From an optimization exercise on the open Yosys and OpenROAD flow, aimed at small area; shortcuts taken in it are not production practice.
Only simulation tests tie the RTL to the original design; equivalence was not proved.
No activity file was given, so power comes from the tool's default toggle rates.

the reference run:
// Simple_Fixed_1
module Simple_Fixed_1 (
    clock,
    reset,
    op_code,
    instr_format,
    dest_reg_addr,
    src_reg_a,
    src_reg_b,
    store_reg,
    imm_value,
    enable_reg_write,
    wb_data,
    wb_reg_addr,
    wb_enable_reg_write,
    branch_is_taken,
    delayed_rt_addr,
    delayed_enable_reg_write
);
  input clock, reset;
  input [0:10] op_code;
  input [2:0] instr_format;
  input [0:6] dest_reg_addr;
  input [0:127] src_reg_a, src_reg_b, store_reg;
  input [0:17] imm_value;
  input enable_reg_write;
  input branch_is_taken;
  output logic [0:127] wb_data;
  output logic [0:6] wb_reg_addr;
  output logic wb_enable_reg_write;
  output logic [1:0][0:6] delayed_rt_addr;
  output logic [1:0] delayed_enable_reg_write;
  wire f0 = instr_format == 3'd0;
  wire f4 = instr_format == 3'd4;
  wire f5 = instr_format == 3'd5;
  wire f6 = instr_format == 3'd6;
  wire fo = instr_format == 3'd1 || instr_format == 3'd2 || instr_format == 3'd3 ||
            instr_format == 3'd7;
  wire [10:0] o = op_code;
  wire d_cg    = f0 && o == 11'b00011000010;
  wire d_bg    = f0 && o == 11'b00001000010;
  wire d_ah    = f0 && o == 11'b00011001000;
  wire d_a     = f0 && o == 11'b00011000000;
  wire d_sfh   = f0 && o == 11'b00001001000;
  wire d_sf    = f0 && o == 11'b00001000000;
  wire d_and   = f0 && o == 11'b00011000001;
  wire d_or    = f0 && o == 11'b00001000001;
  wire d_xor   = f0 && o == 11'b01001000001;
  wire d_nand  = f0 && o == 11'b00011001001;
  wire d_ceqh  = f0 && o == 11'b01111001000;
  wire d_ceq   = f0 && o == 11'b01111000000;
  wire d_cgth  = f0 && o == 11'b01001001000;
  wire d_cgt   = f0 && o == 11'b01001000000;
  wire d_clgtb = f0 && o == 11'b01011010000;
  wire d_clgth = f0 && o == 11'b01011001000;
  wire d_clgt  = f0 && o == 11'b01011000000;
  wire d_ahi    = f4 && o == 11'b00000011101;
  wire d_ai     = f4 && o == 11'b00000011100;
  wire d_sfhi   = f4 && o == 11'b00000001101;
  ...
Size: roughly 1900 cells after synthesis, ~140 flip-flops, ~17000 um2 of cells after synthesis.
export LEC_CHECK = 0
export CAP_MARGIN = 10
export CORE_MARGIN = 2
export CORE_UTILIZATION = 55
export SLEW_MARGIN = 10
export SYNTH_HIERARCHICAL = 1
create_clock -name core_clock -period 8.0 [get_ports {clock}]
standard.sh (not shown) runs the stock make flow with config.mk's settings and CLKGATE_MAP_FILE= SYNTH_SCRIPT=/design/flow/synth_recipe.tcl, a recipe that flattens the netlist after the stock synthesis.
==> flow/flow/run.sh <==
#!/bin/bash
# Standard layout with two changes to how it is made:
#  - the port buffers are the smallest buffer cell (sky130_fd_sc_hd__buf_1) instead of the
#    cell buffer_ports picks by default;
#  - clock tree synthesis uses clkbuf_8 buffers and inserts no dummy loads.
# make's output goes to standard.log; each tool's full log is under orfs/logs/.
set -euo pipefail
export BUFFER_PORTS_ARGS="-buffer_cell sky130_fd_sc_hd__buf_1"
export CTS_ARGS="-sink_clustering_enable -repair_clock_nets -buf_list sky130_fd_sc_hd__clkbuf_8 -dont_use_dummy_load"
bash standard.sh > standard.log 2>&1
The reference run finished every stage and its layout cleared the timing, DRC and antenna checks.
Setup changes, the reference run to the trial run
# the reference run
export LEC_CHECK = 0
export CAP_MARGIN = 10
export CORE_MARGIN = 2
export CORE_UTILIZATION = 55
export SLEW_MARGIN = 10
export SYNTH_HIERARCHICAL = 1
create_clock -name core_clock -period 8.0 [get_ports {clock}]
# the trial run
export LEC_CHECK = 0
export CAP_MARGIN = 20
export CORE_MARGIN = 2
export CORE_UTILIZATION = 55
export SLEW_MARGIN = 20
export SYNTH_HIERARCHICAL = 1
create_clock -name core_clock -period 8.0 [get_ports {clock}]
## What came out
Per the comparison of the trial run with the reference run, number of buffers created by CTS held; first-pass GRT wire length level; initial antenna violation count now sits higher; HPWL after detailed placement increased by 0.37% relative to the old numbers.

* * *

before:
Another version of the RTL of Simple_Fixed_1 (not shown whole).
For scale: roughly 1900 cells after synthesis, roughly 140 flip-flops, roughly 16000 µm² of cells after synthesis.
Settings: LEC_CHECK=0, CAP_MARGIN=5, CORE_MARGIN=2, CORE_UTILIZATION=55, SLEW_MARGIN=5, SYNTH_HIERARCHICAL=1; clock period 8.0 ns.
Scripts as last shown in full above: flow/flow/run.sh
What after does differently from before at the input level:
Settings: changing SLEW_MARGIN from 5 to 20; changing CAP_MARGIN from 5 to 20.
### Flow results
- before → after: initial antenna violation count went up 1, path length in cells of the critical path went down 1, non-clock buffer share of cell area held, via density per instance went down about 0.8%.
- Of the two candidates, before has the better worst setup slack and after the worse one.
- after ran to completion and came out clean on the timing, DRC and antenna checks.
- Fraction of standard cell area in multi-input logic of after is on par with before.
- From before to after the numbers moved as follows: total power consumption of the routed design was more or less identical, count of unique library cells instantiated by Yosys roughly the same.

[static timing again, ports no longer ideal]
The flow's constraints put no driver on any port. The routed layouts listed below were extracted and timed again, unchanged, in two steps. Step 1 assumes that a clkbuf_16 drives the clock port and a buf_2 every other input. Step 2, shift: input delay + t, output delay - t, t = (earliest + latest rising clock arrival at the registers) / 2. This alone moves slack from input paths to output paths. Three values: ideal ports, drivers, drivers and shift; two values: the first two.
| run | shift t [ns] | setup WS [ns] | hold WS [ns] | worst register clock-pin slew, ns |
|---|---|---|---|---|
| the reference run | 0.520 | 0.313 / 0.341 / -0.179 | 0.478 / 0.478 / 0.478 | 0.10 / 0.10 |
| the trial run | 0.546 | 0.333 / 0.361 / -0.185 | 0.486 / 0.486 / 0.486 | 0.09 / 0.09 |
| before | 0.532 | 0.206 / 0.232 / -0.300 | 0.483 / 0.483 / 0.483 | 0.10 / 0.10 |
| after | 0.537 | 0.180 / 0.208 / -0.329 | 0.484 / 0.484 / 0.484 | 0.10 / 0.10 |
Met with ideal ports but missed after step 2: setup timing in every run listed. The setup slack of the trial run, which loses most, moves by +0.028 ns with the drivers and by -0.518 ns with both steps.
